From an optimization exercise on the open Yosys and OpenROAD flow, aimed at small area; shortcuts taken in it are not production practice. RTL that was checked went through simulation tests only; none was proved equivalent to the original. Function not checked in run 2: the RTL went through the layout flow alone. No activity file was given, so power comes from the tool's default toggle rates.

## flow/design.v (module list and top-level ports; edited modules follow where they fit)
// module jt51_phinc_rom: 1033 lines
// module jt51_exprom: 48 lines
// module jt51_phrom: 47 lines
// module jt51_lin2exp: 70 lines
// module jt51_exp2lin: 18 lines
// module jt51_mmr: 247 lines
// module jt51_reg: 195 lines
// module jt51: 245 lines
// module jt51_acc: 115 lines
// module jt51_timers: 42 lines
// module jt51_timer: 36 lines
// module jt51_eg: 303 lines
// module jt51_op: 208 lines
// module jt51_sh: 21 lines
// module jt51_pg: 194 lines
// module jt51_lfo: 226 lines
// module jt51_lfo_lfsr: 24 lines
// module jt51_pm: 65 lines
// module jt51_noise: 39 lines
// module jt51_noise_lfsr: 21 lines
// module jt51_kon: 35 lines
// module jt51_mod: 36 lines
// module jt51_csr_op: 71 lines
// module jt51_csr_ch: 45 lines
module jt51(
    input               rst,     
    input               clk,     
    input               cen,     
    input               cen_p1,  
    input               cs_n,    
    input               wr_n,    
    input               a0,
    input       [7:0]   din,  
    output      [7:0]   dout,  
    output              ct1,
    output              ct2,
    output              irq_n,   
    output              sample,  
    output  signed  [15:0] left,
    output  signed  [15:0] right,
    output  signed  [15:0] xleft,
    output  signed  [15:0] xright,
    output  [15:0] dacleft,
    output  [15:0] dacright
);
  // ...
==> flow/run.sh <==
#!/bin/bash
# synth_recipe.tcl (not shown) runs the flow's synth.tcl, then flattens the netlist and writes it again
# the make line also repeats each setting of config.mk as NAME=value (left out here)
make -C /OpenROAD-flow-scripts/flow DESIGN_CONFIG=/design/flow/config.mk WORK_HOME=/design/flow/orfs CLKGATE_MAP_FILE= SYNTH_SCRIPT=/design/flow/synth_recipe.tcl finish
==> flow/config.mk <==
export PLATFORM = sky130hd
export DESIGN_NAME = jt51
export DESIGN_NICKNAME = jt51
export VERILOG_FILES = /design/flow/design.v
export SDC_FILE = /design/flow/constraint.sdc
export NUM_CORES = 4
export LEC_CHECK = 0
export CAP_MARGIN = 20
export CORE_MARGIN = 2
export CORE_UTILIZATION = 40
export SLEW_MARGIN = 20
export SYNTH_MEMORY_MAX_BITS = 65536
==> flow/constraint.sdc <==
create_clock -name core_clock -period 12.0 [get_ports {clk}]
set_input_delay 2.4000 -clock core_clock [delete_from_list [all_inputs] [get_ports {clk}]]
set_output_delay 2.4000 -clock core_clock [all_outputs]
set_load 0.01 [all_outputs]
==> flow_metrics.tcl, run 1 <==
set metrics [dict create \
    drt.antenna.violating_nets 0 \
    worst_skew_pair.late_latency_ps 1000 \
    tns_ps 0 \
    setup.worst_path.end "u_pg.keycode_II[12]$_DFFE_PP0P_" \
    ios 123 \
    p_per_area_mw_per_mm2 271.5 \
    worst-path-buf-inv 3 \
    internal_power_mw 37.47 \
    power_sequential_mw 23.0 \
    grt_remaining_overflow 0 \
    placement.cell_area_sq_mm 0.1997 \
    syn_area_sq_mm 0.1928 \
    multi_input_logic_portion_of_the_cell_area_pct 37.68 \
    instances_no_fill 21810 \
    synth.mux.area_fraction_pct 22.58 \
    netlist-cell-type-count 139 \
    synth_sequential_area_ratio_pct 55.21 \
    clock_skew_ps 69.44 \
    wl_met3_mm 15.61 \
    worstSetupPathDepth 41 \
    n_sequential_cell 4221 \
    reg2reg_capture_point "u_pg.keycode_II[12]$_DFFE_PP0P_" \
    clock_network_contribution_to_total_cell_area_pct 6.998 \
    synth_top_flop_cell "dfrtp_1" \
    dieArea_sq_mm 0.4875 \
    cts_setup_buffers 0 \
    detail_route.wl_per_cell_um 17.65 \
    final_hold_viol_count 0 \
    layout.area.top_class "registers" \
    die_w_um 698.2 \
    global_route_wire_length_before_repair_mm 634.4 \
    postLayoutSetupSlackWorst_ps 1883 \
    run_status "timing/DRC/antenna clean" \
    cts_num_sinks 4221 \
    worst_setup_path_start_kind "flip-flop" \
    layout_commonest_cell "mux2_2" \
    ys_top_cells_by_area "dfrtp_1 44%, mux2_2 21%, dfstp_2 11%" \
]
==> module jt51_mmr, before the edit <==
module jt51_mmr(
    input           rst,
    input           clk,
    input           cen,         
    input   [7:0]   din,
    input           write,
    input           a0,
    output  reg     busy,
    output  reg     ct1,
    output  reg     ct2,
    output  reg         ne,
    output  reg [4:0]   nfrq,
    output  reg [7:0]   lfo_freq,
    output  reg [1:0]   lfo_w,
    output  reg [6:0]   lfo_amd,
    output  reg [6:0]   lfo_pmd,
    output  reg         lfo_rst,
    output  reg [9:0]   value_A,
    output  reg [7:0]   value_B,
    output  reg         load_A,
    output  reg         load_B,
    output  reg         enable_irq_A,
    output  reg         enable_irq_B,
    output  reg         clr_flag_A,
    output  reg         clr_flag_B,
    input               overflow_A,
    output  [1:0]   rl_I,
    output  [2:0]   fb_II,
    output  [2:0]   con_I,
    output  [6:0]   kc_I,
    output  [5:0]   kf_I,
    output  [2:0]   pms_I,
    output  [1:0]   ams_VII,
    output  [2:0]   dt1_II,
    output  [3:0]   mul_VI,
    output  [6:0]   tl_VII,
    output  [1:0]   ks_III,
    output  [4:0]   arate_II,
    output          amsen_VII,
    output  [4:0]   rate1_II,
    output  [1:0]   dt2_I,
    output  [4:0]   rate2_II,
    output  [3:0]   d1l_I,
    output  [3:0]   rrate_II,
    output          keyon_II,
    output  [1:0]   cur_op,
    output          op31_no,
    output          op31_acc,
    output          zero,
    output          m1_enters,
    output          m2_enters,
    output          c1_enters,
    output          c2_enters,
    output          use_prevprev1,
    output          use_internal_x,
    output          use_internal_y,
    output          use_prev2,
    output          use_prev1
);
reg [7:0] selected_register, din_copy ;
reg       up_rl,  up_kc,  up_kf,  up_pms,
          up_dt1, up_tl,  up_ks,  up_dt2,
          up_d1l, up_keyon,   up_amsen;
reg [1:0] up_op;
reg [2:0] up_ch;
wire    busy_reg;
parameter   REG_TEST    =   8'h01,
            REG_TEST2   =   8'h02,
            REG_KON     =   8'h08,
            REG_NOISE   =   8'h0f,
            REG_CLKA1   =   8'h10,
            REG_CLKA2   =   8'h11,
            REG_CLKB    =   8'h12,
            REG_TIMER   =   8'h14,
            REG_LFRQ    =   8'h18,
            REG_PMDAMD  =   8'h19,
            REG_CTW     =   8'h1b,
            REG_DUMP    =   8'h1f;
reg csm;
always @(posedge clk, posedge rst) begin : memory_mapped_registers
    if( rst ) begin
        selected_register   <= 8'h0;
        { up_rl, up_kc, up_kf, up_pms, up_dt1, up_tl,
                up_ks, up_amsen, up_dt2, up_d1l, up_keyon } <= 11'd0;
        nfrq <= 5'b0;
        ne   <= 1'b0;
        { value_A, value_B } <= 18'd0;
        { clr_flag_B, clr_flag_A,
        enable_irq_B, enable_irq_A, load_B, load_A } <= 6'd0;
        { lfo_amd, lfo_pmd }    <= 14'h0;
        lfo_freq        <= 8'd0;
        lfo_w           <= 2'd0;
        lfo_rst         <= 1'b0;
        { ct2, ct1 }    <= 2'd0;
        csm             <= 1'b0;
        din_copy        <= 8'd0;
        up_op           <= 2'd0;
        up_ch           <= 3'd0;
    end else begin
        if( write ) begin
            if( !a0 )
                selected_register <= din;
            else begin
                din_copy <= din;
                up_op    <= selected_register[4:3];  
                up_ch    <= selected_register[2:0];  
                up_rl    <= 1'b0;
                up_kc    <= 1'b0;
                up_kf    <= 1'b0;
                up_pms   <= 1'b0;
                up_dt1   <= 1'b0;
                up_tl    <= 1'b0;
                up_ks    <= 1'b0;
                up_amsen <= 1'b0;
                up_dt2   <= 1'b0;
                up_d1l   <= 1'b0;
                up_keyon <= 1'b0;
                if( selected_register < 8'h20 ) begin
                    case( selected_register)
                    REG_TEST:   lfo_rst <= 1'b1;  
                    REG_KON:    up_keyon     <= 1'b1;
                    REG_NOISE:  { ne, nfrq } <= { din[7], din[4:0] };
                    REG_CLKA1:  value_A[9:2] <= din;
                    REG_CLKA2:  value_A[1:0] <= din[1:0];
                    REG_CLKB:   value_B      <= din;
                    REG_TIMER: begin
                        csm <= din[7];
                        { clr_flag_B, clr_flag_A,
                          enable_irq_B, enable_irq_A,
                          load_B, load_A } <= din[5:0];
                        end
                    REG_LFRQ:   lfo_freq <= din;
                    REG_PMDAMD: begin
                        if( !din[7] )
                            lfo_amd <= din[6:0];
                        else
                            lfo_pmd <= din[6:0];
                        end
                    REG_CTW: begin
                        { ct2, ct1 } <= din[7:6];
                        lfo_w        <= din[1:0];
                        end
                    default:;
                    endcase
                end else
                if( selected_register < 8'h40 ) begin
                    case( selected_register[4:3] )
                        2'h0: up_rl <= 1'b1;
                        2'h1: up_kc <= 1'b1;
                        2'h2: up_kf <= 1'b1;
                        2'h3: up_pms<= 1'b1;
                    endcase
                end
                else
                begin
                    case( selected_register[7:5] )
                        3'h2: up_dt1    <= 1'b1;
                        3'h3: up_tl     <= 1'b1;
                        3'h4: up_ks     <= 1'b1;
                        3'h5: up_amsen  <= 1'b1;
                        3'h6: up_dt2    <= 1'b1;
                        3'h7: up_d1l    <= 1'b1;
                        default:;
                    endcase
                end
            end
        end
        else begin  
            csm     <= 1'b0;
            lfo_rst <= 1'b0;
            { clr_flag_B, clr_flag_A } <= 2'd0;
        end
    end
end
reg [4:0] busy_cnt;  
reg       old_write;
always @(posedge clk, posedge rst) if( rst ) begin busy <= 0; busy_cnt <= 0; old_write <= 0; end else
    if( rst ) begin
        busy <= 1'b0;
        busy_cnt <= 5'd0;
    end
    else begin
        old_write <= write;
        if (!old_write && write && a0 ) begin  
            busy <= 1'b1;
            busy_cnt <= 5'd0;
        end
        else if(cen) begin
            if( busy_cnt == 5'd31 ) busy <= 1'b0;
            busy_cnt <= busy_cnt+5'd1;
        end
    end
jt51_reg u_reg(
    .rst        ( rst       ),
    .clk        ( clk       ),       
    .cen        ( cen       ),       
    .din        ( din_copy  ),
    .up_rl      ( up_rl     ),
    .up_kc      ( up_kc     ),
    .up_kf      ( up_kf     ),
    .up_pms     ( up_pms    ),
    .up_dt1     ( up_dt1    ),
    .up_tl      ( up_tl     ),
    .up_ks      ( up_ks     ),
    .up_amsen   ( up_amsen  ),
    .up_dt2     ( up_dt2    ),
    .up_d1l     ( up_d1l    ),
    .up_keyon   ( up_keyon  ),
    .op         ( up_op     ),       
    .ch         ( up_ch     ),       
    .csm        ( csm       ),
    .overflow_A ( overflow_A),
    .busy       ( busy_reg  ),
    .rl_I       ( rl_I      ),
    .fb_II      ( fb_II     ),
    .con_I      ( con_I     ),
    .kc_I       ( kc_I      ),
    .kf_I       ( kf_I      ),
    .pms_I      ( pms_I     ),
    .ams_VII    ( ams_VII   ),
    .dt1_II     ( dt1_II    ),
    .dt2_I      ( dt2_I     ),
    .mul_VI     ( mul_VI    ),
    .tl_VII     ( tl_VII    ),
    .ks_III     ( ks_III    ),
    .arate_II   ( arate_II  ),
    .amsen_VII  ( amsen_VII ),
    .rate1_II   ( rate1_II  ),
    .rate2_II   ( rate2_II  ),
    .rrate_II   ( rrate_II  ),
    .d1l_I      ( d1l_I     ),
    .keyon_II   ( keyon_II  ),
    .cur_op     ( cur_op    ),
    .op31_no    ( op31_no   ),
    .op31_acc   ( op31_acc  ),
    .zero       ( zero      ),
    .m1_enters  ( m1_enters ),
    .m2_enters  ( m2_enters ),
    .c1_enters  ( c1_enters ),
    .c2_enters  ( c2_enters ),
    .use_prevprev1  ( use_prevprev1     ),
    .use_internal_x ( use_internal_x    ),
    .use_internal_y ( use_internal_y    ),
    .use_prev2      ( use_prev2         ),
    .use_prev1      ( use_prev1         )
);
endmodule
==> module jt51_reg, before the edit <==
module jt51_reg(
    input           rst,
    input           clk,
    input           cen,         
    input   [7:0]   din,
    input           up_rl,
    input           up_kc,
    input           up_kf,
    input           up_pms,
    input           up_dt1,
    input           up_tl,
    input           up_ks,
    input           up_amsen,
    input           up_dt2,
    input           up_d1l,
    input           up_keyon,
    input   [1:0]   op,      
    input   [2:0]   ch,      
    input           csm,
    input           overflow_A,
    output  reg     busy,
    output  [1:0]   rl_I,
    output  [2:0]   fb_II,
    output  [2:0]   con_I,
    output  [6:0]   kc_I,
    output  [5:0]   kf_I,
    output  [2:0]   pms_I,
    output  [1:0]   ams_VII,
    output  [2:0]   dt1_II,
    output  [3:0]   mul_VI,
    output  [6:0]   tl_VII,
    output  [1:0]   ks_III,
    output          amsen_VII,
    output  [4:0]   arate_II,
    output  [4:0]   rate1_II,
    output  [4:0]   rate2_II,
    output  [3:0]   rrate_II,
    output  [1:0]   dt2_I,
    output  [3:0]   d1l_I,
    output          keyon_II,
    output  reg     zero,
    output  reg     m1_enters,
    output  reg     m2_enters,
    output  reg     c1_enters,
    output  reg     c2_enters,
    output          use_prevprev1,
    output          use_internal_x,
    output          use_internal_y,
    output          use_prev2,
    output          use_prev1,
    output  [1:0]   cur_op,
    output  reg     op31_no,
    output  reg     op31_acc
);
reg     kon, koff;
reg [1:0] csm_state;
reg [4:0] csm_cnt;
wire csm_kon  = csm_state[0];
wire csm_koff = csm_state[1];
always @(*) begin
    m1_enters = cur_op == 2'b00;
    m2_enters = cur_op == 2'b01;
    c1_enters = cur_op == 2'b10;
    c2_enters = cur_op == 2'b11;
end
wire up =   up_rl | up_kc | up_kf | up_pms | up_dt1 | up_tl |
            up_ks | up_amsen | up_dt2 | up_d1l | up_keyon;
reg [4:0]   cur;
always @(posedge clk, posedge rst) if( rst ) begin op31_no <= 0; op31_acc <= 0; end else if(cen) begin
    op31_no  <= cur == 5'o10;
    op31_acc <= cur == 5'o16;
end
assign cur_op = cur[4:3];
wire [4:0] req_I   = { op, ch };
wire [4:0] req_II  = req_I   + 5'd1;
wire [4:0] req_III = req_II  + 5'd1;
wire [4:0] req_IV  = req_III + 5'd1;
wire [4:0] req_V   = req_IV  + 5'd1;
wire [4:0] req_VI  = req_V   + 5'd1;
wire [4:0] req_VII = req_VI  + 5'd1;
wire    update_op_I     = cur == req_I;
wire    update_op_II    = cur == req_II;
wire    update_op_III   = cur == req_III;
wire    update_op_IV    = cur == req_IV;
wire    update_op_V     = cur == req_V;
wire    update_op_VI    = cur == req_VI;
wire    update_op_VII   = cur == req_VII;
wire up_rl_ch   = up_rl     & update_op_I;
wire up_fb_ch   = up_rl     & update_op_II;
wire up_con_ch  = up_rl     & update_op_I;
wire up_kc_ch   = up_kc     & update_op_I;
wire up_kf_ch   = up_kf     & update_op_I;
wire up_pms_ch  = up_pms    & update_op_I;
wire up_ams_ch  = up_pms    & update_op_VII;
wire up_dt1_op  = up_dt1    & update_op_II;  
wire up_mul_op  = up_dt1    & update_op_VI;  
wire up_tl_op   = up_tl     & update_op_VII;
wire up_ks_op   = up_ks     & update_op_III;  
wire up_amsen_op= up_amsen  & update_op_VII;  
wire up_dt2_op  = up_dt2    & update_op_I;  
wire up_d1l_op  = up_d1l    & update_op_I;  
wire up_ar_op   = up_ks     & update_op_II;  
wire up_d1r_op  = up_amsen  & update_op_II;  
wire up_d2r_op  = up_dt2    & update_op_II;  
wire up_rr_op   = up_d1l    & update_op_II;  
wire [4:0] next = cur+5'd1;
always @(posedge clk, posedge rst) begin : up_counter
    if( rst ) begin
        cur     <= 5'h0;
        zero    <= 1'b0;
        busy    <= 1'b0;
    end
    else if(cen) begin
        cur     <= next;
        zero    <= next== 5'd0;
        if( &cur ) busy <= up && !busy;
    end
end
wire [2:0] cur_ch =  cur[2:0];
wire [3:0] keyon_op = din[6:3];
wire [2:0] keyon_ch = din[2:0];
jt51_kon u_kon (
    .rst       (rst       ),
    .clk       (clk       ),
    .cen       (cen       ),
    .keyon_op  (keyon_op  ),
    .keyon_ch  (keyon_ch  ),
    .cur_op    (cur_op    ),
    .cur_ch    (cur_ch    ),
    .up_keyon  (up_keyon && busy ),
    .csm       (csm       ),
    .overflow_A(overflow_A),
    .keyon_II  (keyon_II  )
);
jt51_mod u_mod(
    .alg_I      ( con_I ),
    .m1_enters  ( m1_enters ),
    .m2_enters  ( m2_enters ),
    .c1_enters  ( c1_enters ),
    .c2_enters  ( c2_enters ),
    .use_prevprev1 ( use_prevprev1  ),
    .use_internal_x( use_internal_x ),
    .use_internal_y( use_internal_y ),
    .use_prev2   ( use_prev2      ),
    .use_prev1   ( use_prev1      )
);
jt51_csr_op u_csr_op(
    .rst            (  rst          ),
    .clk            (  clk          ),
    .cen            (  cen          ),   
    .din            (  din          ),
    .up_dt1_op      (  up_dt1_op    ),
    .up_mul_op      (  up_mul_op    ),
    .up_tl_op       (  up_tl_op     ),
    .up_ks_op       (  up_ks_op     ),
    .up_amsen_op    (  up_amsen_op  ),
    .up_dt2_op      (  up_dt2_op    ),
    .up_d1l_op      (  up_d1l_op    ),
    .up_ar_op       (  up_ar_op     ),
    .up_d1r_op      (  up_d1r_op    ),
    .up_d2r_op      (  up_d2r_op    ),
    .up_rr_op       (  up_rr_op     ),
    .dt1            (  dt1_II       ),
    .mul            (  mul_VI       ),
    .tl             (  tl_VII       ),
    .ks             (  ks_III       ),
    .amsen          (  amsen_VII    ),
    .dt2            (  dt2_I        ),
    .d1l            (  d1l_I        ),
    .arate          (  arate_II     ),
    .rate1          (  rate1_II     ),
    .rate2          (  rate2_II     ),
    .rrate          (  rrate_II     )
);
jt51_csr_ch u_csr_ch(
    .rst        (  rst          ),
    .clk        (  clk          ),
    .cen        (  cen          ),
    .din        (  din          ),
    .up_rl_ch   (  up_rl_ch     ),
    .up_fb_ch   (  up_fb_ch     ),
    .up_con_ch  (  up_con_ch    ),
    .up_kc_ch   (  up_kc_ch     ),
    .up_kf_ch   (  up_kf_ch     ),
    .up_ams_ch  (  up_ams_ch    ),
    .up_pms_ch  (  up_pms_ch    ),
    .rl         (  rl_I         ),
    .fb         (  fb_II        ),
    .con        (  con_I        ),
    .kc         (  kc_I         ),
    .kf         (  kf_I         ),
    .ams        (  ams_VII      ),
    .pms        (  pms_I        )
);
endmodule
==> module jt51, before the edit <==
module jt51(
    input               rst,     
    input               clk,     
    input               cen,     
    input               cen_p1,  
    input               cs_n,    
    input               wr_n,    
    input               a0,
    input       [7:0]   din,  
    output      [7:0]   dout,  
    output              ct1,
    output              ct2,
    output              irq_n,   
    output              sample,  
    output  signed  [15:0] left,
    output  signed  [15:0] right,
    output  signed  [15:0] xleft,
    output  signed  [15:0] xright,
    output  [15:0] dacleft,
    output  [15:0] dacright
);
assign dacleft  = { ~xleft [15],  xleft[14:0] };
assign dacright = { ~xright[15], xright[14:0] };
wire [9:0]  value_A;
wire [7:0]  value_B;
wire        load_A, load_B;
wire        enable_irq_A, enable_irq_B;
wire        clr_flag_A, clr_flag_B;
wire        flag_A, flag_B, overflow_A;
wire        zero;
jt51_timers u_timers( 
    .clk        ( clk           ),
    .cen        ( cen_p1        ),
    .rst        ( rst           ),
    .zero       ( zero          ),
    .value_A    ( value_A       ),
    .value_B    ( value_B       ),
    .load_A     ( load_A        ),
    .load_B     ( load_B        ),
    .enable_irq_A( enable_irq_A ),
    .enable_irq_B( enable_irq_B ),
    .clr_flag_A ( clr_flag_A    ),
    .clr_flag_B ( clr_flag_B    ),
    .flag_A     ( flag_A        ),
    .flag_B     ( flag_B        ),
    .overflow_A ( overflow_A    ),
    .irq_n      ( irq_n         )
);
/*verilator tracing_off*/
wire    [1:0]   rl_I;
wire    [2:0]   fb_II;
wire    [2:0]   con_I;
wire    [6:0]   kc_I;
wire    [5:0]   kf_I;
wire    [2:0]   pms_I;
wire    [1:0]   ams_VII;
wire    [2:0]   dt1_II;
wire    [3:0]   mul_VI;
wire    [6:0]   tl_VII;
wire    [1:0]   ks_III;
wire    [4:0]   arate_II;
wire            amsen_VII;
wire    [4:0]   rate1_II;
wire    [1:0]   dt2_I;
wire    [4:0]   rate2_II;
wire    [3:0]   d1l_I;
wire    [3:0]   rrate_II;
wire    [1:0]   cur_op;
assign  sample =zero;
wire            keyon_II;
wire    [7:0]   lfo_freq;
wire    [1:0]   lfo_w;
wire            lfo_rst;
wire    [6:0]   am;
wire    [7:0]   pm;
wire    [6:0]   amd, pmd;
wire m1_enters, m2_enters, c1_enters, c2_enters;
wire use_prevprev1,use_internal_x,use_internal_y, use_prev2,use_prev1;
jt51_lfo u_lfo(
    .rst        ( rst       ),
    .clk        ( clk       ),
    .cen        ( cen       ),   
    .zero       ( zero      ),
    .lfo_rst    ( lfo_rst   ),
    .lfo_freq   ( lfo_freq  ),
    .lfo_w      ( lfo_w     ),
    .lfo_amd    ( amd       ),
    .lfo_pmd    ( pmd       ),
    .am         ( am        ),
    .pm_u       ( pm        )
);
wire    [ 4:0]  keycode_III;
wire    [ 9:0]  ph_X;
wire            pg_rst_III;
jt51_pg u_pg(
    .rst        ( rst       ),
    .clk        ( clk       ),               
    .cen        ( cen_p1    ),
    .zero       ( zero      ),
    .kc_I       ( kc_I      ),
    .kf_I       ( kf_I      ),
    .mul_VI     ( mul_VI    ),
    .dt1_II     ( dt1_II    ),
    .dt2_I      ( dt2_I     ),
    .pms_I      ( pms_I     ),
    .pm         ( pm        ),
    .pg_rst_III ( pg_rst_III    ),
    .keycode_III( keycode_III   ),
    .pg_phase_X ( ph_X          )
);
wire [9:0]  eg_XI;
jt51_eg u_eg(
    .rst        ( rst       ),
    .clk        ( clk       ),
    .cen        ( cen_p1    ),
    .zero       ( zero      ),
    .keycode_III(keycode_III),   
    .arate_II   ( arate_II  ),
    .rate1_II   ( rate1_II  ),
    .rate2_II   ( rate2_II  ),
    .rrate_II   ( rrate_II  ),
    .d1l_I      ( d1l_I     ),
    .ks_III     ( ks_III    ),
    .keyon_II   ( keyon_II  ),
    .pg_rst_III ( pg_rst_III),
    .tl_VII     ( tl_VII    ),
    .am         ( am        ),
    .ams_VII    ( ams_VII   ),
    .amsen_VII  ( amsen_VII ),
    .eg_XI      ( eg_XI )
);
wire signed [13:0] op_out;
jt51_op u_op(
    .rst            ( rst               ),
    .clk            ( clk               ),
    .cen            ( cen_p1            ),
    .pg_phase_X     ( ph_X              ),
    .con_I          ( con_I             ),
    .fb_II          ( fb_II             ),
    .eg_atten_XI    ( eg_XI             ),
    .m1_enters      ( m1_enters         ),
    .c1_enters      ( c1_enters         ),
    .use_prevprev1  ( use_prevprev1     ),
    .use_internal_x ( use_internal_x    ),
    .use_internal_y ( use_internal_y    ),
    .use_prev2      ( use_prev2         ),
    .use_prev1      ( use_prev1         ),  
    .test_214       ( 1'b0              ),
    .op_XVII        ( op_out            )
);
wire    [4:0] nfrq;
wire    [10:0] noise_out;
wire          ne, op31_acc, op31_no;
jt51_noise u_noise(
    .rst    ( rst       ),
    .clk    ( clk       ),
    .cen    ( cen_p1    ),
    .nfrq   ( nfrq      ),  
    .eg     ( eg_XI     ),
    .out    ( noise_out ),
    .op31_no( op31_no   )
);
jt51_acc u_acc(
    .rst        ( rst           ),
    .clk        ( clk           ),
    .cen        ( cen_p1        ),
    .m1_enters  ( m1_enters     ),
    .m2_enters  ( m2_enters     ),
    .c1_enters  ( c1_enters     ),
    .c2_enters  ( c2_enters     ),
    .op31_acc   ( op31_acc      ),
    .rl_I       ( rl_I          ),
    .con_I      ( con_I         ),
    .op_out     ( op_out        ),
    .ne         ( ne            ),
    .noise      ( noise_out     ),
    .left       ( left          ),
    .right      ( right         ),
    .xleft      ( xleft         ),
    .xright     ( xright        )
);
wire    busy;
wire    write = !cs_n && !wr_n;
assign  dout = { busy, 5'h0, flag_B, flag_A };
/*verilator tracing_on*/
jt51_mmr u_mmr(
    .rst        ( rst           ),
    .clk        ( clk           ),
    .cen        ( cen_p1        ),
    .a0         ( a0            ),
    .write      ( write         ),
    .din        ( din           ),
    .busy       ( busy          ),
    .ct1        ( ct1           ),
    .ct2        ( ct2           ),
    .lfo_freq   ( lfo_freq      ),
    .lfo_w      ( lfo_w         ),
    .lfo_amd    ( amd           ),
    .lfo_pmd    ( pmd           ),
    .lfo_rst    ( lfo_rst       ),
    .ne         ( ne            ),
    .nfrq       ( nfrq          ),
    .value_A    ( value_A       ),
    .value_B    ( value_B       ),
    .load_A     ( load_A        ),
    .load_B     ( load_B        ),
    .enable_irq_A( enable_irq_A ),
    .enable_irq_B( enable_irq_B ),
    .clr_flag_A ( clr_flag_A    ),
    .clr_flag_B ( clr_flag_B    ),  
    .overflow_A ( overflow_A    ),
    .rl_I       ( rl_I          ),
    .fb_II      ( fb_II         ),
    .con_I      ( con_I         ),
    .kc_I       ( kc_I          ),
    .kf_I       ( kf_I          ),
    .pms_I      ( pms_I         ),
    .ams_VII    ( ams_VII       ),
    .dt1_II     ( dt1_II        ),
    .mul_VI     ( mul_VI        ),
    .tl_VII     ( tl_VII        ),
    .ks_III     ( ks_III        ),
    .arate_II   ( arate_II      ),
    .amsen_VII  ( amsen_VII     ),
    .rate1_II   ( rate1_II      ),
    .dt2_I      ( dt2_I         ),
    .rate2_II   ( rate2_II      ),
    .d1l_I      ( d1l_I         ),
    .rrate_II   ( rrate_II      ),
    .keyon_II   ( keyon_II      ),
    .cur_op     ( cur_op        ),
    .op31_no    ( op31_no       ),
    .op31_acc   ( op31_acc      ),
    .zero       ( zero          ),
    .m1_enters  ( m1_enters     ),
    .m2_enters  ( m2_enters     ),
    .c1_enters  ( c1_enters     ),
    .c2_enters  ( c2_enters     ),
    .use_prevprev1  ( use_prevprev1     ),
    .use_internal_x ( use_internal_x    ),
    .use_internal_y ( use_internal_y    ),
    .use_prev2      ( use_prev2         ),
    .use_prev1      ( use_prev1         )
);
endmodule
==> module jt51_acc, before the edit <==
module jt51_acc(
    input                   rst,
    input                   clk,
    input                   cen,
    input                   m1_enters,
    input                   m2_enters,
    input                   c1_enters,
    input                   c2_enters,
    input                   op31_acc,
    input           [1:0]   rl_I,
    input           [2:0]   con_I,
    input   signed  [13:0]  op_out,
    input                   ne,      
    input   signed  [10:0]  noise,
    output  signed  [15:0]  left,
    output  signed  [15:0]  right,
    output  reg signed  [15:0]  xleft,   
    output  reg signed  [15:0]  xright    
);
reg signed [13:0] op_val;
always @(*) begin
    if( ne && op31_acc )  
        op_val = { {2{noise[10]}}, noise, 1'd0 };
    else
        op_val = op_out;
end
reg sum_en;
always @(*) begin
    case ( con_I )
        3'd0,3'd1,3'd2,3'd3:    sum_en = m2_enters;
        3'd4:                   sum_en = m1_enters | m2_enters;
        3'd5,3'd6:              sum_en = ~c1_enters;        
        3'd7:                   sum_en = 1'b1;
        default:                sum_en = 1'bx;
    endcase
end
wire ren = rl_I[1];
wire len = rl_I[0];
reg signed [16:0] pre_left, pre_right;
wire signed [15:0] total;
wire signed [16:0] total_ex = {total[15],total};
reg sum_all;
wire rst_sum = c2_enters;
function signed [15:0] lim16;
    input signed [16:0] din;
    lim16 = !din[16] &&  din[15] ? 16'h7fff : 
           ( din[16] && !din[15] ? 16'h8000 : din[15:0] );
endfunction
always @(posedge clk, posedge rst) if( rst ) begin sum_all <= 0; pre_right <= 0; pre_left <= 0; xleft <= 0; xright <= 0; end else begin
    if( rst ) begin
        sum_all <= 1'b0;
    end
    else if(cen) begin
        if( rst_sum )  begin
            sum_all <= 1'b1;
            if( !sum_all ) begin
                pre_right <= ren ? total_ex : 17'd0;
                pre_left  <= len ? total_ex : 17'd0;
            end
            else begin
                pre_right <= pre_right + (ren ? total_ex : 17'd0);
                pre_left  <= pre_left  + (len ? total_ex : 17'd0);
            end
        end
        if( c1_enters ) begin
            sum_all <= 1'b0;
            xleft  <= lim16(pre_left);
            xright <= lim16(pre_right);
        end
    end
end
reg  signed [15:0] opsum;
wire signed [16:0] opsum10 = {{3{op_val[13]}},op_val}+{total[15],total};
always @(*) begin
    if( rst_sum )
        opsum = sum_en ? { {2{op_val[13]}}, op_val } : 16'd0;
    else begin
        if( sum_en )
            if( opsum10[16]==opsum10[15] )
                opsum = opsum10[15:0];
            else begin
                opsum = opsum10[16] ? 16'h8000 : 16'h7fff;
            end
        else
            opsum = total;
    end
end
jt51_sh #(.width(16),.stages(8)) u_acc(
    .rst    ( rst       ),
    .clk    ( clk       ),
    .cen    ( cen       ),
    .din    ( opsum     ),
    .drop   ( total     )
);
wire signed [9:0] left_man, right_man;
wire [2:0] left_exp, right_exp;
jt51_exp2lin left_reconstruct(
    .lin( left      ),
    .man( left_man  ),
    .exp( left_exp  )
);
jt51_exp2lin right_reconstruct(
    .lin( right     ),
    .man( right_man ),
    .exp( right_exp )
);
jt51_lin2exp left2exp(
  .lin( xleft    ),
  .man( left_man ),
  .exp( left_exp ) );
jt51_lin2exp right2exp(
  .lin( xright    ),
  .man( right_man ),
  .exp( right_exp ) );
endmodule
==> module jt51_kon, before the edit <==
module jt51_kon(
    input           rst,
    input           clk,
    input           cen,
    input   [3:0]   keyon_op,
    input   [2:0]   keyon_ch,
    input   [1:0]   cur_op,
    input   [2:0]   cur_ch,
    input           up_keyon,
    input           csm,
    input           overflow_A,
    output  reg     keyon_II
);
reg din;
wire drop;
reg [3:0] cur_op_hot;
always @(posedge clk, posedge rst) if( rst ) begin keyon_II <= 0; end else if (cen)
    keyon_II <= (csm&&overflow_A) || drop;
always @(*) begin
    case( cur_op )
        2'd0: cur_op_hot = 4'b0001;  
        2'd1: cur_op_hot = 4'b0100;  
        2'd2: cur_op_hot = 4'b0010;  
        2'd3: cur_op_hot = 4'b1000;  
    endcase
    din = keyon_ch==cur_ch && up_keyon ? |(keyon_op&cur_op_hot) : drop;
end
jt51_sh #(.width(1),.stages(32)) u_konch(
    .rst    ( rst       ),
    .clk    ( clk       ),
    .cen    ( cen       ),
    .din    ( din       ),
    .drop   ( drop      )
);
endmodule
==> module jt51_csr_op, before the edit <==
module jt51_csr_op(
    input               rst,
    input               clk,
    input               cen,
    input        [ 7:0] din,
    input               up_dt1_op,  
    input               up_mul_op,  
    input               up_tl_op,   
    input               up_ks_op,   
    input               up_amsen_op,
    input               up_dt2_op,  
    input               up_d1l_op,  
    input               up_ar_op,   
    input               up_d1r_op,  
    input               up_d2r_op,  
    input               up_rr_op, 
    output        [2:0] dt1,
    output        [3:0] mul,
    output        [6:0] tl,
    output        [1:0] ks,
    output              amsen, 
    output        [1:0] dt2,
    output        [3:0] d1l,
    output        [4:0] arate,
    output        [4:0] rate1,
    output        [4:0] rate2,
    output        [3:0] rrate
);
wire    [2:0]   dt1_in  = din[6:4];
wire    [3:0]   mul_in  = din[3:0];
wire    [6:0]   tl_in   = din[6:0];
wire    [1:0]   ks_in   = din[7:6];
wire            amsen_in= din[7];
wire    [1:0]   dt2_in  = din[7:6];
wire    [3:0]   d1l_in  = din[7:4];
wire    [4:0]   ar_in   = din[4:0];
wire    [4:0]   d1r_in  = din[4:0];
wire    [4:0]   d2r_in  = din[4:0];
wire    [3:0]   rr_in   = din[3:0];
wire [30:0] reg0_in = {   
        up_dt1_op   ? dt1_in    : dt1,           
        up_mul_op   ? mul_in    : mul,           
        up_ks_op    ? ks_in     : ks,            
        up_amsen_op ? amsen_in  : amsen,         
        up_dt2_op   ? dt2_in    : dt2,           
        up_d1l_op   ? d1l_in    : d1l,           
        up_ar_op    ? ar_in     : arate,         
        up_d1r_op   ? d1r_in    : rate1,         
        up_d2r_op   ? d2r_in    : rate2    };    
wire [10:0] reg1_in = {
        up_tl_op    ? tl_in     : tl,            
        up_rr_op    ? rr_in     : rrate    };    
wire [30:0] reg0_out;
wire [10:0] reg1_out;
assign { dt1, mul, ks, amsen, dt2, d1l, arate, rate1, rate2, tl, rrate  } 
    = {reg0_out, reg1_out};
jt51_sh #( .width(31), .stages(32)) u_reg0op(
    .rst    ( rst      ),
    .clk    ( clk      ),
    .cen    ( cen      ),
    .din    ( reg0_in  ),
    .drop   ( reg0_out )
);
jt51_sh #( .width(11), .stages(32), .rstval(1'b1)) u_reg1op(
    .rst    ( rst      ),
    .clk    ( clk      ),
    .cen    ( cen      ),
    .din    ( reg1_in  ),
    .drop   ( reg1_out )
);
endmodule
==> module jt51_csr_ch, before the edit <==
module jt51_csr_ch(
    input         rst,
    input         clk,
    input         cen,
    input  [ 7:0] din,
    input         up_rl_ch,  
    input         up_fb_ch,  
    input         up_con_ch, 
    input         up_kc_ch,  
    input         up_kf_ch,  
    input         up_ams_ch, 
    input         up_pms_ch, 
    output  [1:0] rl,
    output  [2:0] fb,
    output  [2:0] con,
    output  [6:0] kc,
    output  [5:0] kf,
    output  [1:0] ams,
    output  [2:0] pms
);
wire    [1:0]   rl_in   = din[7:6];
wire    [2:0]   fb_in   = din[5:3];
wire    [2:0]   con_in  = din[2:0];
wire    [6:0]   kc_in   = din[6:0];
wire    [5:0]   kf_in   = din[7:2];
wire    [1:0]   ams_in  = din[1:0];
wire    [2:0]   pms_in  = din[6:4];
wire [25:0] reg_in = {   
        up_rl_ch    ? rl_in     : rl,
        up_fb_ch    ? fb_in     : fb,
        up_con_ch   ? con_in    : con,
        up_kc_ch    ? kc_in     : kc,
        up_kf_ch    ? kf_in     : kf,
        up_ams_ch   ? ams_in    : ams,
        up_pms_ch   ? pms_in    : pms   };
wire [25:0] reg_out;
assign { rl, fb, con, kc, kf, ams, pms  } = reg_out;
jt51_sh #( .width(26), .stages(8)) u_regop(
    .rst    ( rst     ),
    .clk    ( clk     ),
    .cen    ( cen     ),
    .din    ( reg_in  ),
    .drop   ( reg_out )
);
endmodule
==> run 2: changes to the inputs <==
--- a/flow/design.v
+++ b/flow/design.v
@@ -1277,7 +1277,13 @@
     output          use_internal_x,
     output          use_internal_y,
     output          use_prev2,
-    output          use_prev1
+    output          use_prev1,
+    output  [41:0]  csrop_din,
+    input   [41:0]  csrop_q,
+    output  [25:0]  csrch_din,
+    input   [25:0]  csrch_q,
+    output          kon_din,
+    input           kon_q
 );
 reg [7:0] selected_register, din_copy ;
 reg       up_rl,  up_kc,  up_kf,  up_pms,
@@ -1464,7 +1470,13 @@
     .use_internal_x ( use_internal_x    ),
     .use_internal_y ( use_internal_y    ),
     .use_prev2      ( use_prev2         ),
-    .use_prev1      ( use_prev1         )
+    .use_prev1      ( use_prev1         ),
+    .csrop_din      ( csrop_din         ),
+    .csrop_q        ( csrop_q           ),
+    .csrch_din      ( csrch_din         ),
+    .csrch_q        ( csrch_q           ),
+    .kon_din        ( kon_din           ),
+    .kon_q          ( kon_q             )
 );
 endmodule
 `timescale 1ns / 1ps
@@ -1520,7 +1532,13 @@
     output          use_prev1,
     output  [1:0]   cur_op,
     output  reg     op31_no,
-    output  reg     op31_acc
+    output  reg     op31_acc,
+    output  [41:0]  csrop_din,
+    input   [41:0]  csrop_q,
+    output  [25:0]  csrch_din,
+    input   [25:0]  csrch_q,
+    output          kon_din,
+    input           kon_q
 );
 reg     kon, koff;
 reg [1:0] csm_state;
@@ -1600,6 +1618,8 @@
     .up_keyon  (up_keyon && busy ),
     .csm       (csm       ),
     .overflow_A(overflow_A),
+    .kon_din   (kon_din   ),
+    .kon_q     (kon_q     ),
     .keyon_II  (keyon_II  )
 );
 jt51_mod u_mod(
@@ -1640,7 +1660,9 @@
     .arate          (  arate_II     ),
     .rate1          (  rate1_II     ),
     .rate2          (  rate2_II     ),
-    .rrate          (  rrate_II     )
+    .rrate          (  rrate_II     ),
+    .ring_din       (  csrop_din    ),
+    .ring_q         (  csrop_q      )
 );
 jt51_csr_ch u_csr_ch(
     .rst        (  rst          ),
@@ -1660,7 +1682,9 @@
     .kc         (  kc_I         ),
     .kf         (  kf_I         ),
     .ams        (  ams_VII      ),
-    .pms        (  pms_I        )
+    .pms        (  pms_I        ),
+    .ring_din   (  csrch_din    ),
+    .ring_q     (  csrch_q      )
 );
 endmodule
 `timescale 1ns / 1ps
@@ -1772,7 +1796,11 @@
     .pm         ( pm        ),
     .pg_rst_III ( pg_rst_III    ),
     .keycode_III( keycode_III   ),
-    .pg_phase_X ( ph_X          )
+    .pg_phase_X ( ph_X          ),
+    .ph_din     ( ph_din        ),
+    .ph_VII     ( ph_VII        ),
+    .ph_X_q     ( ph_X_q        ),
+    .pg_rst_VII ( pg_rst_VII    )
 );
 wire [9:0]  eg_XI;
 jt51_eg u_eg(
@@ -1793,7 +1821,18 @@
     .am         ( am        ),
     .ams_VII    ( ams_VII   ),
     .amsen_VII  ( amsen_VII ),
-    .eg_XI      ( eg_XI )
+    .eg_XI      ( eg_XI ),
+    .eg_din     ( eg_din        ),
+    .eg_VII     ( eg_VII        ),
+    .eg_II      ( eg_II         ),
+    .eg_VI      ( eg_VI         ),
+    .ar_off_II  ( ar_off_II     ),
+    .ar_off_VI  ( ar_off_VI     ),
+    .keyon_last_II( keyon_last_II ),
+    .cnt_V0     ( cnt_V0        ),
+    .cnt_out    ( cnt_out       ),
+    .state_in_III( state_in_III ),
+    .state_II   ( state_II      )
 );
 wire signed [13:0] op_out;
 jt51_op u_op(
@@ -1812,7 +1851,19 @@
     .use_prev2      ( use_prev2         ),
     .use_prev1      ( use_prev1         ),  
     .test_214       ( 1'b0              ),
-    .op_XVII        ( op_out            )
+    .op_XVII        ( op_out            ),
+    .prev1_din      ( prev1_din         ),
+    .prevprev1_din  ( prevprev1_din     ),
+    .prev2_din      ( prev2_din         ),
+    .prev1          ( prev1             ),
+    .prevprev1      ( prevprev1         ),
+    .prev2          ( prev2             ),
+    .phasemod_din   ( phasemod_din      ),
+    .phasemod_X     ( phasemod_X        ),
+    .op_din         ( op_din            ),
+    .op_q           ( op_q              ),
+    .signbit_din    ( signbit_din       ),
+    .signbit_XIII   ( signbit_XIII      )
 );
 wire    [4:0] nfrq;
 wire    [10:0] noise_out;
@@ -1843,7 +1894,9 @@
     .left       ( left          ),
     .right      ( right         ),
     .xleft      ( xleft         ),
-    .xright     ( xright        )
+    .xright     ( xright        ),
+    .acc_din    ( acc_din       ),
+    .total      ( acc_total     )
 );
 wire    busy;
 wire    write = !cs_n && !wr_n;
@@ -1906,8 +1959,78 @@
     .use_internal_x ( use_internal_x    ),
     .use_internal_y ( use_internal_y    ),
     .use_prev2      ( use_prev2         ),
-    .use_prev1      ( use_prev1         )
+    .use_prev1      ( use_prev1         ),
+    .csrop_din      ( csrop_din         ),
+    .csrop_q        ( csrop_q           ),
+    .csrch_din      ( csrch_din         ),
+    .csrch_q        ( csrch_q           ),
+    .kon_din        ( kon_din           ),
+    .kon_q          ( kon_q             )
 );
+reg [5:0] rcnt;
+always @(posedge clk, posedge rst)
+    if( rst )
+        rcnt <= 6'd0;
+    else if( cen_p1 && !rcnt[5] )
+        rcnt <= rcnt + 6'd1;
+wire v1  = rcnt != 6'd0;
+wire v3  = rcnt >= 6'd3;
+wire v4  = rcnt >= 6'd4;
+wire v8  = rcnt >= 6'd8;
+wire v28 = rcnt >= 6'd28;
+wire v31 = rcnt >= 6'd31;
+wire v32 = rcnt[5];
+wire r27 = rcnt == 6'd27;
+wire r31 = rcnt == 6'd31;
+wire [41:0] csrop_din, csrop_q;
+wire [19:0] ph_din, ph_VII;
+wire [ 9:0] ph_X_q;
+wire [ 9:0] eg_din, eg_VII, eg_II, eg_VI;
+wire [ 1:0] state_in_III, state_II;
+wire        kon_din, kon_q, keyon_last_II, cnt_V0, cnt_out;
+wire        ar_off_II, ar_off_VI, pg_rst_VII, signbit_din, signbit_XIII;
+wire [79:0] r32_din = { signbit_din, pg_rst_III, ar_off_II, cnt_V0, keyon_II,
+    kon_din, state_in_III, eg_din, ph_din, csrop_din };
+wire [16*32*5-1:0] r32;
+wire [79:0] r32_t1, r32_t3, r32_t4, r32_t28, r32_t31, r32_t32;
+jt51_ring #(.R(5),.S(32)) u_r32( .clk(clk), .ld(cen_p1), .din(r32_din), .q(r32) );
+jt51_rtap #(.R(5),.S(32),.M( 1)) u_r32t1 ( .q(r32), .w(r32_t1 ) );
+jt51_rtap #(.R(5),.S(32),.M( 3)) u_r32t3 ( .q(r32), .w(r32_t3 ) );
+jt51_rtap #(.R(5),.S(32),.M( 4)) u_r32t4 ( .q(r32), .w(r32_t4 ) );
+jt51_rtap #(.R(5),.S(32),.M(28)) u_r32t28( .q(r32), .w(r32_t28) );
+jt51_rtap #(.R(5),.S(32),.M(31)) u_r32t31( .q(r32), .w(r32_t31) );
+jt51_rtap #(.R(5),.S(32),.M(32)) u_r32t32( .q(r32), .w(r32_t32) );
+assign csrop_q      = v32 ? r32_t32[41:0] : { 31'd0, 11'h7ff };
+assign ph_VII       = v32 ? r32_t32[61:42] : 20'd0;
+assign ph_X_q       = v3  ? r32_t3[61:52]  : 10'd0;
+assign eg_VII       = v1  ? r32_t1[71:62]  : 10'd0;
+assign eg_II        = v28 ? r32_t28[71:62] : (r27 ? 10'd0 : 10'h3ff);
+assign eg_VI        = v32 ? r32_t32[71:62] : (r31 ? 10'd0 : 10'h3ff);
+assign state_II     = v31 ? r32_t31[73:72] : 2'd3;
+assign kon_q        = v32 & r32_t32[74];
+assign keyon_last_II= v32 & r32_t32[75];
+assign cnt_out      = v32 & r32_t32[76];
+assign ar_off_VI    = v4  & r32_t4[77];
+assign pg_rst_VII   = v4  & r32_t4[78];
+assign signbit_XIII = v3  & r32_t3[79];
+wire [25:0] csrch_din, csrch_q;
+wire [15:0] acc_din, acc_total;
+wire [13:0] prev1_din, prevprev1_din, prev2_din, prev1, prevprev1, prev2;
+wire [ 9:0] phasemod_din, phasemod_X;
+wire [95:0] r8_din = { 2'd0, phasemod_din, prev2_din, prevprev1_din, prev1_din,
+    acc_din, csrch_din };
+wire [16*8*6-1:0] r8;
+wire [95:0] r8_t8;
+jt51_ring #(.R(6),.S(8)) u_r8( .clk(clk), .ld(cen_p1), .din(r8_din), .q(r8) );
+jt51_rtap #(.R(6),.S(8),.M(8)) u_r8t8( .q(r8), .w(r8_t8) );
+assign { phasemod_X, prev2, prevprev1, prev1, acc_total, csrch_q } =
+    v8 ? r8_t8[93:0] : 94'd0;
+wire [13:0] op_din, op_q;
+wire [16*4-1:0] r4;
+wire [15:0] r4_t4;
+jt51_ring #(.R(1),.S(4)) u_r4( .clk(clk), .ld(cen_p1), .din({2'd0,op_din}), .q(r4) );
+jt51_rtap #(.R(1),.S(4),.M(4)) u_r4t4( .q(r4), .w(r4_t4) );
+assign op_q = v4 ? r4_t4[13:0] : 14'd0;
 endmodule
 `timescale 1ns / 1ps
 module jt51_acc(
@@ -1927,7 +2050,9 @@
     output  signed  [15:0]  left,
     output  signed  [15:0]  right,
     output  reg signed  [15:0]  xleft,   
-    output  reg signed  [15:0]  xright    
+    output  reg signed  [15:0]  xright,
+    output  signed      [15:0]  acc_din,
+    input   signed      [15:0]  total
 );
 reg signed [13:0] op_val;
 always @(*) begin
@@ -1949,7 +2074,6 @@
 wire ren = rl_I[1];
 wire len = rl_I[0];
 reg signed [16:0] pre_left, pre_right;
-wire signed [15:0] total;
 wire signed [16:0] total_ex = {total[15],total};
 reg sum_all;
 wire rst_sum = c2_enters;
@@ -1997,13 +2121,7 @@
             opsum = total;
     end
 end
-jt51_sh #(.width(16),.stages(8)) u_acc(
-    .rst    ( rst       ),
-    .clk    ( clk       ),
-    .cen    ( cen       ),
-    .din    ( opsum     ),
-    .drop   ( total     )
-);
+assign acc_din = opsum;
 wire signed [9:0] left_man, right_man;
 wire [2:0] left_exp, right_exp;
 jt51_exp2lin left_reconstruct(
@@ -2123,7 +2241,18 @@
     input       [6:0]   am,
     input       [1:0]   ams_VII,
     input               amsen_VII,
-    output      [9:0]   eg_XI
+    output      [9:0]   eg_XI,
+    output reg  [9:0]   eg_din,      
+    input       [9:0]   eg_VII,
+    input       [9:0]   eg_II,
+    input       [9:0]   eg_VI,
+    output              ar_off_II,
+    input               ar_off_VI,
+    input               keyon_last_II,
+    output              cnt_V0,
+    input               cnt_out,
+    output reg  [1:0]   state_in_III,
+    input       [1:0]   state_II
 );
 localparam ATTACK=2'd0,
            DECAY1=2'd1,
@@ -2132,9 +2261,7 @@
 reg     [4:0]   d1level_II;
 reg     [2:0]   cnt_V;
 reg     [5:0]   rate_IV;
-wire    [9:0]   eg_VI;
-reg     [9:0]   eg_VII, eg_VIII;
-wire    [9:0]   eg_II;
+reg     [9:0]   eg_VIII;
 reg     [11:0]  sum_eg_tl_VII;
 reg     step_V, step_VI;
 reg     sum_up;
@@ -2158,7 +2285,6 @@
         end
     end
 end
-wire            cnt_out;  
 reg     [6:0]   pre_rate_III;
 reg     [4:0]   cfg_III;
 always @(*) begin : pre_rate_calc
@@ -2173,7 +2299,8 @@
         endcase
 end
 reg [7:0]   step_idx;
-reg [1:0]   state_in_III, state_in_IV, state_in_V, state_in_VI;
+reg [1:0]   state_in_IV, state_in_V, state_in_VI;
+assign cnt_V0 = cnt_V[0];
 always @(*) begin : rate_step
     if( rate_V[5:4]==2'b11 ) begin  
         if( rate_V[5:2]==4'hf && state_in_V == ATTACK)
@@ -2199,18 +2326,15 @@
     end
     step_V = rate_V[5:1]==5'd0 ? 1'b0 : step_idx[ cnt_V ];
 end
-wire    ar_off_VI;
 always @(posedge clk, posedge rst) if( rst ) begin d1level_II <= 0; end else if(cen) begin
     if( d1l_I == 4'd15 )
         d1level_II <= 5'h10;  
     else
         d1level_II <= {1'b0,d1l_I};
 end
-wire    keyon_last_II;
 wire    keyon_now_II  = !keyon_last_II && keyon_II;
 wire    keyoff_now_II = keyon_last_II && !keyon_II;
-wire    ar_off_II = keyon_now_II && (arate_II == 5'h1f);
-wire [1:0]  state_II;
+assign  ar_off_II = keyon_now_II && (arate_II == 5'h1f);
 always @(posedge clk, posedge rst) if( rst ) begin pg_rst_III <= 0; cfg_III <= 0; state_in_III <= 0; end else if(cen) begin
     pg_rst_III <= keyon_now_II;
     if( keyoff_now_II ) begin
@@ -2316,32 +2440,32 @@
         ar_sum_VI = step_VI ? { 1'b0, ar_sum0_VI } : 10'd0;
     ar_result_VI = ar_sum_VI<eg_VI ? eg_VI-ar_sum_VI : 10'd0;
 end
-always @(posedge clk, posedge rst) if( rst ) begin eg_VII <= 0; end else if(cen) begin
+always @(*) begin
     if( ar_off_VI )
-        eg_VII <= 10'd0;
+        eg_din = 10'd0;
     else
     if( state_in_VI == ATTACK ) begin
         if( sum_up && eg_VI != 10'd0 )
             if( rate_VI[5:1]==5'hf )
-                eg_VII <= 10'd0;
+                eg_din = 10'd0;
             else
-                eg_VII <= ar_result_VI;
+                eg_din = ar_result_VI;
         else
-            eg_VII <= eg_VI;
+            eg_din = eg_VI;
     end
     else begin : DECAY_SUM
         if( sum_up ) begin
             if ( eg_VI<= (10'd1023-10'd8) )
                 case( rate_VI[5:2] )
-                    4'b1100: eg_VII <= eg_VI + { 8'd0, step_VI, ~step_VI };  
-                    4'b1101: eg_VII <= eg_VI + { 7'd0, step_VI, ~step_VI, 1'b0 };  
-                    4'b1110: eg_VII <= eg_VI + { 6'd0, step_VI, ~step_VI, 2'b0 };  
-                    4'b1111: eg_VII <= eg_VI + 10'd8; 
-                    default: eg_VII <= eg_VI + { 8'd0, step_VI, 1'b0 };
+                    4'b1100: eg_din = eg_VI + { 8'd0, step_VI, ~step_VI };  
+                    4'b1101: eg_din = eg_VI + { 7'd0, step_VI, ~step_VI, 1'b0 };  
+                    4'b1110: eg_din = eg_VI + { 6'd0, step_VI, ~step_VI, 2'b0 };  
+                    4'b1111: eg_din = eg_VI + 10'd8; 
+                    default: eg_din = eg_VI + { 8'd0, step_VI, 1'b0 };
                 endcase
-            else eg_VII <= 10'h3FF;
+            else eg_din = 10'h3FF;
         end
-        else eg_VII <= eg_VI;
+        else eg_din = eg_VI;
     end
 end
 always @(*) begin : sum_eg_and_tl
@@ -2365,48 +2489,6 @@
     .din    ( eg_VIII   ),
     .drop   ( eg_XI     )
 );
-jt51_sh #( .width(10), .stages(32-7+2), .rstval(1'b1) ) u_eg1sh(
-    .rst    ( rst       ),
-    .clk    ( clk       ),
-    .cen    ( cen       ),
-    .din    ( eg_VII    ),
-    .drop   ( eg_II     )
-);
-jt51_sh #( .width(10), .stages(4), .rstval(1'b1) ) u_eg2sh(
-    .rst    ( rst       ),
-    .clk    ( clk       ),
-    .cen    ( cen       ),
-    .din    ( eg_II     ),
-    .drop   ( eg_VI     )
-);
-jt51_sh #( .width(1), .stages(4) ) u_aroffsh(
-    .rst    ( rst       ),
-    .clk    ( clk       ),
-    .cen    ( cen       ),
-    .din    ( ar_off_II ),
-    .drop   ( ar_off_VI )
-);
-jt51_sh #( .width(1), .stages(32) ) u_konsh(
-    .rst    ( rst       ),
-    .clk    ( clk       ),
-    .din    ( keyon_II  ),
-    .cen    ( cen       ),
-    .drop   ( keyon_last_II )
-);
-jt51_sh #( .width(1), .stages(32) ) u_cntsh(
-    .rst    ( rst       ),
-    .clk    ( clk       ),
-    .cen    ( cen       ),
-    .din    ( cnt_V[0]  ),
-    .drop   ( cnt_out   )
-);
-jt51_sh #( .width(2), .stages(32-3+2), .rstval(1'b1) ) u_statesh(
-    .rst    ( rst       ),
-    .clk    ( clk       ),
-    .cen    ( cen       ),
-    .din    ( state_in_III  ),
-    .drop   ( state_II )
-);
 endmodule
 `timescale 1ns / 1ps
 module jt51_op(
@@ -2425,30 +2507,23 @@
     input               test_214,
     input               m1_enters,
     input               c1_enters,
-    output signed   [13:0]  op_XVII
-);
-wire signed [13:0] prev1, prevprev1, prev2;
-jt51_sh #( .width(14), .stages(8)) prev1_buffer(
-    .rst    ( rst   ),
-    .clk    ( clk   ),
-    .cen    ( cen   ),
-    .din    ( c1_enters ? op_XVII : prev1 ),
-    .drop   ( prev1 )
-);
-jt51_sh #( .width(14), .stages(8)) prevprev1_buffer(
-    .rst    ( rst   ),
-    .clk    ( clk   ),
-    .cen    ( cen   ),
-    .din    ( c1_enters ? prev1 : prevprev1 ),
-    .drop   ( prevprev1 )
-);
-jt51_sh #( .width(14), .stages(8)) prev2_buffer(
-    .rst    ( rst   ),
-    .clk    ( clk   ),
-    .cen    ( cen   ),
-    .din    ( m1_enters ? op_XVII : prev2 ),
-    .drop   ( prev2 )
-);
+    output signed   [13:0]  op_XVII,
+    output          [13:0]  prev1_din,
+    output          [13:0]  prevprev1_din,
+    output          [13:0]  prev2_din,
+    input   signed  [13:0]  prev1,
+    input   signed  [13:0]  prevprev1,
+    input   signed  [13:0]  prev2,
+    output          [ 9:0]  phasemod_din,
+    input           [ 9:0]  phasemod_X,
+    output          [13:0]  op_din,
+    input           [13:0]  op_q,
+    output                  signbit_din,
+    input                   signbit_XIII
+);
+assign prev1_din     = c1_enters ? op_XVII : prev1;
+assign prevprev1_din = c1_enters ? prev1   : prevprev1;
+assign prev2_din     = m1_enters ? op_XVII : prev2;
 reg [13:0]  x,  y;
 reg [14:0]  xs, ys, pm_preshift_II;
 reg         m1_II;
@@ -2466,7 +2541,7 @@
     m1_II <= m1_enters;
 end
 reg  [9:0]  phasemod_II;
-wire [9:0]  phasemod_X;
+assign phasemod_din = phasemod_II;
 always @(*) begin
     if (!m1_II )  
         phasemod_II = pm_preshift_II[10:1];  
@@ -2483,13 +2558,6 @@
             default: phasemod_II = 10'dx;
         endcase
 end
-jt51_sh #( .width(10), .stages(8)) phasemod_sh(
-    .rst    ( rst           ),
-    .clk    ( clk           ),
-    .cen    ( cen           ),
-    .din    ( phasemod_II   ),
-    .drop   ( phasemod_X    )
-);
 reg [ 9:0]  phase;
 reg [ 7:0]  phaselo_XI, aux_X;
 reg signbit_X;
@@ -2598,24 +2666,12 @@
     endcase
 end
 reg signed [13:0] op_XIII;
-wire signbit_XIII;
 always @(*) begin
     op_XIII = ({ test_214, shifter_3 } ^ {14{signbit_XIII}}) + {13'd0, signbit_XIII};               
 end
-jt51_sh #( .width(14), .stages(4)) out_padding(
-    .rst    ( rst       ),
-    .clk    ( clk       ),
-    .cen    ( cen       ),
-    .din    ( op_XIII   ),  
-    .drop   ( op_XVII   )
-);
-jt51_sh #( .width(1), .stages(3)) shsignbit(
-    .rst    ( rst       ),
-    .clk    ( clk       ),
-    .cen    ( cen       ),
-    .din    ( signbit_X ),
-    .drop   ( signbit_XIII  )
-);
+assign op_din      = op_XIII;
+assign op_XVII     = op_q;
+assign signbit_din = signbit_X;
 endmodule
 `timescale 1ns / 1ps
 module jt51_sh #(parameter width=5, stages=32, rstval=1'b0 ) (
@@ -2654,12 +2710,14 @@
     input       [2:0]   pms_I,
     input               pg_rst_III,
     output  reg [ 4:0]  keycode_III,
-    output      [ 9:0]  pg_phase_X
+    output      [ 9:0]  pg_phase_X,
+    output      [19:0]  ph_din,
+    input       [19:0]  ph_VII,
+    input       [ 9:0]  ph_X_q,
+    input               pg_rst_VII
 );
-wire [19:0] ph_VII;
-reg [19:0]  phase_base_VI, phase_step_VII, ph_VIII;
+reg [19:0]  phase_base_VI, phase_step_VII;
 reg [17:0]  phase_base_IV, phase_base_V;
-wire pg_rst_VII;
 wire        [11:0]  phinc_III;
 reg [ 9:0]  phinc_addr_III;
 reg [13:0]  keycode_II;
@@ -2795,44 +2853,8 @@
     else
         phase_step_VII  <= phase_base_VI * mul_VI;
 end
-always @(posedge clk, posedge rst) begin
-    if( rst )
-        ph_VIII <= 20'd0;
-    else if(cen) begin 
-        ph_VIII <= pg_rst_VII ? 20'd0 : ph_VII + phase_step_VII;
-    end
-end
-reg [19:0] ph_IX;
-always @(posedge clk, posedge rst) begin
-    if( rst )
-        ph_IX <= 20'd0;
-    else if(cen) begin
-        ph_IX <= ph_VIII[19:0];
-    end
-end
-reg [19:0] ph_X;
-assign pg_phase_X = ph_X[19:10];
-always @(posedge clk, posedge rst) begin
-    if( rst ) begin
-        ph_X  <= 20'd0;
-    end else if(cen) begin
-        ph_X  <= ph_IX;
-    end
-end
-jt51_sh #( .width(20), .stages(32-3) ) u_phsh(
-    .rst    ( rst       ),    
-    .clk    ( clk       ),
-    .cen    ( cen       ),
-    .din    ( ph_X      ),
-    .drop   ( ph_VII    )
-);
-jt51_sh #( .width(1), .stages(4) ) u_pgrstsh(
-    .rst    ( rst       ),
-    .clk    ( clk       ),
-    .cen    ( cen       ),
-    .din    ( pg_rst_III),
-    .drop   ( pg_rst_VII)
-);
+assign ph_din     = pg_rst_VII ? 20'd0 : ph_VII + phase_step_VII;
+assign pg_phase_X = ph_X_q;
 endmodule
 `timescale 1ns / 1ps
 module jt51_lfo(
@@ -3226,6 +3248,8 @@
     input           up_keyon,
     input           csm,
     input           overflow_A,
+    output          kon_din,
+    input           kon_q,
     output  reg     keyon_II
 );
 reg din;
@@ -3242,13 +3266,8 @@
     endcase
     din = keyon_ch==cur_ch && up_keyon ? |(keyon_op&cur_op_hot) : drop;
 end
-jt51_sh #(.width(1),.stages(32)) u_konch(
-    .rst    ( rst       ),
-    .clk    ( clk       ),
-    .cen    ( cen       ),
-    .din    ( din       ),
-    .drop   ( drop      )
-);
+assign kon_din = din;
+assign drop    = kon_q;
 endmodule
 `timescale 1ns / 1ps
 module jt51_mod(
@@ -3313,7 +3332,9 @@
     output        [4:0] arate,
     output        [4:0] rate1,
     output        [4:0] rate2,
-    output        [3:0] rrate
+    output        [3:0] rrate,
+    output       [41:0] ring_din,
+    input        [41:0] ring_q
 );
 wire    [2:0]   dt1_in  = din[6:4];
 wire    [3:0]   mul_in  = din[3:0];
@@ -3343,20 +3364,8 @@
 wire [10:0] reg1_out;
 assign { dt1, mul, ks, amsen, dt2, d1l, arate, rate1, rate2, tl, rrate  } 
     = {reg0_out, reg1_out};
-jt51_sh #( .width(31), .stages(32)) u_reg0op(
-    .rst    ( rst      ),
-    .clk    ( clk      ),
-    .cen    ( cen      ),
-    .din    ( reg0_in  ),
-    .drop   ( reg0_out )
-);
-jt51_sh #( .width(11), .stages(32), .rstval(1'b1)) u_reg1op(
-    .rst    ( rst      ),
-    .clk    ( clk      ),
-    .cen    ( cen      ),
-    .din    ( reg1_in  ),
-    .drop   ( reg1_out )
-);
+assign ring_din = { reg0_in, reg1_in };
+assign { reg0_out, reg1_out } = ring_q;
 endmodule
 module jt51_csr_ch(
     input         rst,
@@ -3376,7 +3385,9 @@
     output  [6:0] kc,
     output  [5:0] kf,
     output  [1:0] ams,
-    output  [2:0] pms
+    output  [2:0] pms,
+    output [25:0] ring_din,
+    input  [25:0] ring_q
 );
 wire    [1:0]   rl_in   = din[7:6];
 wire    [2:0]   fb_in   = din[5:3];
@@ -3395,11 +3406,35 @@
         up_pms_ch   ? pms_in    : pms   };
 wire [25:0] reg_out;
 assign { rl, fb, con, kc, kf, ams, pms  } = reg_out;
-jt51_sh #( .width(26), .stages(8)) u_regop(
-    .rst    ( rst     ),
-    .clk    ( clk     ),
-    .cen    ( cen     ),
-    .din    ( reg_in  ),
-    .drop   ( reg_out )
+assign ring_din = reg_in;
+assign reg_out  = ring_q;
+endmodule
+module jt51_ring #(parameter R=1, S=32) (
+    input                    clk,
+    input                    ld,
+    input      [16*R-1:0]    din,
+    output reg [16*S*R-1:0]  q
+);
+localparam D = 16*S;
+integer r;
+always @(posedge clk) begin
+    for( r=0; r<R; r=r+1 ) begin
+        q[r*D +: D] <= { q[r*D +: D-1], q[r*D+D-1] };
+        if( ld ) q[r*D +: 16] <= din[r*16 +: 16];
+    end
+end
+endmodule
+module jt51_rtap #(parameter R=1, S=32, M=1) (
+    input  [16*S*R-1:0] q,
+    output [16*R-1:0]   w
 );
+localparam D = 16*S;
+genvar r, i;
+generate
+    for( r=0; r<R; r=r+1 ) begin : g_r
+        for( i=0; i<16; i=i+1 ) begin : g_i
+            assign w[16*r+i] = q[r*D + (16*M-1+i)%D];
+        end
+    end
+endgenerate
 endmodule
==> run 2 against run 1 <==
Combinational power fell by 35%. Synthesized cell count fell by 22%. Register-to-register slack got worse by 750 ps. Sequential cell count rose by 117. Total power fell by 24%. Count of clock-buffer cells in the layout fell by 76. Clock power barely moved. Setup slack got worse by 750 ps. Cell count fell by 22%. Sequential power fell by 28%. Global-route usage rose by 0.21 points. Critical path type unchanged. Largest cell class unchanged.
==> flow_metrics.tcl, run 2 <==
set metrics [dict create \
    synth_top_flop_cell "dfxtp_1" \
    hold_ws_ps 284.6 \
    rsz0062_at_grt "no" \
    worst-endpoint-required_ps 12770 \
    worst_r2r_path_depth 42 \
    numPortBuffers 117 \
    total_of_hold_buffers_inserted_after_clock_tree_synthesis 0 \
    remaining_drc_errors 0 \
    clock_transition_at_path_regs_ps 60 \
    largest_registers "u_r32.q (2560), u_r8.q (768), u_lfo.pmnoise.u_noise_pm.bb (152)" \
    syn_area_sq_mm 0.1415 \
    synth_enable_flop_cells 0 \
    layout.cells.most_common_list "3428 x dfxtp_1, 879 x nand2_1, 851 x dfrtp_1" \
    worstSetupPathType "reg2reg" \
    synth_largest_area_cell "dfxtp_1" \
    worst_slew_pin_slew_ps 1154 \
    drt.antenna.violating_nets 0 \
    floorplan.core_area_sq_mm 0.3524 \
    antenna_found_initial 7 \
    netlist-cell-type-count 103 \
    timing.hold.worst_endpoint "u_r32.q[691]$_DFF_P_" \
    cts_setup_buffers 0 \
    place.detailed.hpwl_mm 179.9 \
    detail_route.wl_per_cell_um 16.81 \
    placement.cell_area_sq_mm 0.1471 \
    critical_path_arrival_ps 11640 \
    die_w_um 598.8 \
    ys_top_cells_by_area "dfxtp_1 48%, dfrtp_1 15%, mux2_2 3.8%" \
    fp-row-count 218 \
    via_count_normalized_by_instance_count 4.971 \
    worst_setup_path_start_kind "flip-flop" \
    chipHeight_um 598.8 \
    worst_skew_pair.late_latency_ps 980 \
    hp-class "reg2reg" \
    worstHoldPathCells 0 \
    postSynthRegisterBits 4338 \
    ios 123 \
    worstPathMaxFanout 20 \
    crit_path_capture_type "flip-flop" \
    synth_warnings 40 \
    postSynthCellCount 11940 \
    reg2reg_capture_point "u_pg.keycode_II[12]$_DFFE_PP0P_" \
    reg2reg_setup_slack_ps 1140 \
    synthArstFlopShare_pct 20.98 \
    final_net_count 12460 \
    timing.final.crit_share_pct 90.53 \
    clock_skew_ps 74.74 \
    synth.most_common_cell "dfxtp_1" \
    instances_no_fill 17090 \
    tritoncts "done" \
    grt_remaining_overflow 0 \
    slew_violations 0 \
    initial_cell_density_of_the_core_pct 40.16 \
    final_hold_viol_count 0 \
    largest_net_degree_at_the_start_of_global_routing 170 \
    drt-initial-drc-count 6966 \
    cpMaxStageDelayCell "or3_2" \
    dieArea_sq_mm 0.3586 \
    final_design_area_no_fill_sq_mm 0.1624 \
    layout_commonest_cell "dfxtp_1" \
    r2r_start "rcnt[3]$_DFFE_PP0P_" \
    global_route_wire_length_before_repair_mm 462.4 \
    p_per_area_mw_per_mm2 274.3 \
    largest_reg_flops 2560 \
    ctsHtreeMaxLevel 5 \
    cts_num_sinks 4338 \
    run_status "timing/DRC/antenna clean" \
    setup.worst_path.start "rcnt[3]$_DFFE_PP0P_" \
    drv.max_cap_violation_count 0 \
    place.gp.congestion 0.8923 \
    synth_sequential_area_ratio_pct 64.62 \
]
-- run 2: how the worst max path moves through the flow --
stage | end | slack (ps) | cells after the start
2_1_floorplan | u_mmr.busy_cnt[0]$_DFFE_PP0P_ | -5960 | 3
3_3_place_gp | u_pg.keycode_II[12]$_DFFE_PP0P_ | 1140 | 42
3_5_place_dp | u_pg.keycode_II[12]$_DFFE_PP0P_ | 1150 | 42
4_1_cts | u_pg.keycode_II[12]$_DFFE_PP0P_ | 1110 | 42
5_1_grt | u_pg.keycode_II[12]$_DFFE_PP0P_ | 60 | 42
6_report | u_pg.keycode_II[12]$_DFFE_PP0P_ | 1140 | 42
-- run 2: stage by stage --
stage	power [mW]	setup TNS, ps	utilization (%)	setup slack (ps)
CTS	44.73	0	46.07	1107
floorplan	26.58	-2706620	-	-5963
global route	47.01	0	46.08	58.29
detailed placement	30.42	0	41.75	1147
finish	44.55	0	46.08	1137
global placement	30.43	0	41.74	1140
-- run 2: cell families after synthesis --
family	after synthesis	synth area share, %
other	1	0.002650
and+or+nand+nor	2562	8.384
DFF	4338	64.62
muxes	630	5.211
buffers and inverters	993	2.816
adders and majority gates	458	4.482
AOI/OAI and AO/OA	2457	11.35
xor gates and xnor gates	501	3.135
-- run 2: worst max-delay path: cells and delay by family (launching register included) --
| family | cells | cell delay, ps |
|---|---|---|
| AO/OA/AOI/OAI | 15 | 3840 |
| AND/OR/NAND/NOR | 13 | 2660 |
| adder cells (fa/ha/maj) | 7 | 2480 |
| XOR/XNOR | 2 | 620 |
| buffers and inverters | 4 | 530 |
| flip-flops | 1 | 500 |
| multiplexers | 1 | 70 |
-- run 2: final cells by class --
type,instances,area [sq um]
antenna,5,12.51
tap,4730,5918
sequential,4338,91470
fill,32020,190000
inverter,369,1391
timing repair buffer,240,2168
clock buffer,588,12280
multi-input combinational,6613,46200
clock inverter,206,2952
-- run 2: power by group --
| part | switching (mW) | leakage, nW | total (mW) | internal, mW |
|---|---|---|---|---|
| clock | 5.63 | 7.46 | 14.1 | 8.42 |
| sequential | 0.849 | 39.5 | 16.5 | 15.7 |
| combinational | 8.77 | 21.0 | 14.0 | 5.21 |
-- run 2: layer usage --
metal / global-route usage (%) / part of all wire, %
met1: 23.36 / 49
met2: 23.04 / 42
met3: 2.940 / 6.4
met4: 5.144 / 3.0
met5: 0 / 0.0073

## afterwards: timing with drivers on the ports
The results above use ideal ports. As a check the final layouts listed here were re-extracted and re-timed, cells and wires unchanged. Step 1, drivers: a clkbuf_16 drives clk and a buf_2 each remaining input, both assumed. Step 2 times the ports against the registers' clock, not the clock port: input delays grow and output delays shrink by t, the midpoint of the rising clock arrivals with the driver on. Slacks: no drivers / after step 1 / after step 2; pairs: no drivers / after step 1.
run	t, ns	setup WS [ns]
run 1	1.095	1.883 / 1.883 / 1.883
run 2	1.038	1.137 / 1.137 / 1.137
After both steps setup and hold are still met in every run listed.
